Context: an optimization exercise on an open-source flow, tuned for small area. The choices shown serve that exercise and are no tape-out recipe.
Function was checked by simulation only, so behaviour that the tests miss may differ from the original.
No activity file was given, so power comes from the tool's default toggle rates.

wip/delta:
Design mch_codec, start of the top module:
module mch_codec
(
    input   btnl,  
    input   clk,   
    input   btnr,  
    input   btnd,  
    input   [15:0] sw,
    input   rxsd,
    output  reg txsd,
    output  [6:0] seg,
    output  dp,
    output  [3:0] an,
    output  reg [15:0] led
);
Size in the first run: about 120 flip-flops, roughly 50 I/O pins, roughly 0.0055 mm² of cells after synthesis.
export LEC_CHECK = 0
export CAP_MARGIN = 20
export CORE_MARGIN = 2
export CORE_UTILIZATION = 40
export SLEW_MARGIN = 20
create_clock -name core_clock -period 10.0 [get_ports {clk}]
standard.sh (not shown) runs the stock make flow with config.mk's settings and CLKGATE_MAP_FILE= SYNTH_SCRIPT=/design/flow/synth_recipe.tcl, a recipe that flattens the netlist after the stock synthesis.
==> flow/flow/run.sh <==
#!/bin/bash
# Standard ORFS layout with these changes: ports are buffered with the
# smallest buffer, CTS inserts no dummy loads, tie cells are not split per load.
set -euo pipefail
export BUFFER_PORTS_ARGS="-buffer_cell sky130_fd_sc_hd__buf_1"
export CTS_ARGS="-sink_clustering_enable -repair_clock_nets -buf_list sky130_fd_sc_hd__clkbuf_8 -dont_use_dummy_load"
export SKIP_REPAIR_TIE_FANOUT=1
bash standard.sh > standard_flow.log 2>&1
Here is what was changed in the inputs of wip/xenon compared with wip/delta.
- swapping 40 for 60 in CORE_UTILIZATION
==> flow/flow/run.sh <==
#!/bin/bash
# Standard ORFS layout with two changes: ports are buffered with the
# smallest buffer, and CTS inserts no dummy loads.
set -euo pipefail
export BUFFER_PORTS_ARGS="-buffer_cell sky130_fd_sc_hd__buf_1"
export CTS_ARGS="-sink_clustering_enable -repair_clock_nets -buf_list sky130_fd_sc_hd__clkbuf_4 -dont_use_dummy_load"
bash standard.sh > standard_flow.log 2>&1
Met2 track demand over resource in global routing: wip/xenon vs wip/delta up 9.5 points
Summary of wip/xenon over wip/delta: shortest clock period the worst path allows after layout higher; non-clock buffer total of the final layout lower.
Modified inputs, wip/nickel compared to wip/xenon
- putting CTS_BUF_LIST at sky130_fd_sc_hd__clkbuf_8 where nothing was set
- swapping 60 for 40 in CORE_UTILIZATION
==> flow/flow/run.sh <==
#!/bin/bash
# Standard ORFS layout with two changes: ports are buffered with the
# smallest buffer, and CTS inserts no dummy loads.
set -euo pipefail
export BUFFER_PORTS_ARGS="-buffer_cell sky130_fd_sc_hd__buf_1"
export CTS_ARGS="-sink_clustering_enable -sink_clustering_size 40 -sink_clustering_max_diameter 300 -sink_clustering_levels 1 -buf_list sky130_fd_sc_hd__clkbuf_8 -dont_use_dummy_load -repair_clock_nets"
bash standard.sh > standard_flow.log 2>&1
Results
Delta (wip/nickel minus wip/xenon): multi-input gate share of total cell area fell 1.2 points; flip-flop and latch share of the layout cell area fell 1.8 points; non-clock buffer contribution to total cell area about even.
Compared wip/nickel vs wip/xenon, and total global routing track utilization is down in wip/nickel.
Changes observed in wip/nickel relative to wip/xenon: number of non-filler instances in the completed layout moved up; combinational power level; final area moved up.
[compare] base=wip/xenon new=wip/nickel: register bit total from synthesis was more or less identical; overall power of the completed layout went up by about 11%.
wip/nickel ended up with a higher final worst-path cycle share than wip/xenon did.
[inputs] wip/willow vs wip/nickel
- a deleted CTS_BUF_LIST that had been sky130_fd_sc_hd__clkbuf_8
- a change of CORE_UTILIZATION from 40 to 75
==> flow/flow/run.sh <==
#!/bin/bash
# Standard ORFS layout with these changes: ports are buffered with the
# smallest buffer, CTS inserts no dummy loads, tie cells are not split per load.
set -euo pipefail
export BUFFER_PORTS_ARGS="-buffer_cell sky130_fd_sc_hd__buf_1"
export CTS_ARGS="-sink_clustering_enable -repair_clock_nets -buf_list sky130_fd_sc_hd__clkbuf_4 -dont_use_dummy_load"
export SKIP_REPAIR_TIE_FANOUT=1
bash standard.sh > standard_flow.log 2>&1
==> results.txt <==
- wip/willow vs wip/nickel: final cell count without fillers down in wip/willow
- Compared with wip/nickel, the detailed router inserted more vias in wip/willow.
- When wip/willow is set beside wip/nickel, its clock insertion delay at the later pin of the skew report turns out to be 0.07 ns larger.
- Compared with wip/nickel, wip/willow shows a sequential cell area share that is 2.0 points higher.
- On global-route wire length before repair: between wip/nickel and wip/willow, it ends up lower for wip/willow.
- In the flow results for wip/nickel and wip/willow, the total power is larger on wip/nickel.
- Relative to wip/nickel, the final cell area reported for wip/willow is lower.
- Wire: wip/willow routes less than wip/nickel
- Density: wip/willow denser than wip/nickel
- Compared with wip/nickel, wip/willow degrades minimum period implied by the final worst setup slack.
- Diff wip/nickel and wip/willow: share of total power in combinational logic higher in wip/willow

[static timing again, ports no longer ideal]
Ports are ideal in the flow. The routed layouts listed here were re-timed in OpenROAD. Step 1, drivers: a clkbuf_16 drives clk and a buf_2 each remaining input, both assumed. Step 2 times the ports against the registers' clock, not the clock port: input delays grow and output delays shrink by t, the midpoint of the rising clock arrivals with the driver on. Slacks: ideal / step 1 / step 2; pairs: ideal / step 1.
run | t, ns | setup WS [ns] | hold slack, ns | worst register clock-pin slew, ns | pins driven straight from the clock port
wip/delta | 0.449 | 6.304 / 6.270 / 6.718 | 0.330 / 0.330 / 0.330 | 0.07 / 0.07 | 1
wip/xenon | 0.499 | 6.288 / 6.259 / 6.758 | 0.321 / 0.321 / 0.321 | 0.11 / 0.11 | 1
wip/nickel | 0.459 | 6.266 / 6.231 / 6.690 | 0.321 / 0.321 / 0.321 | 0.07 / 0.07 | 1
wip/willow | 0.511 | 6.259 / 6.231 / 6.742 | 0.310 / 0.310 / 0.310 | 0.12 / 0.12 | 1
After both steps every run listed still meets setup and hold.
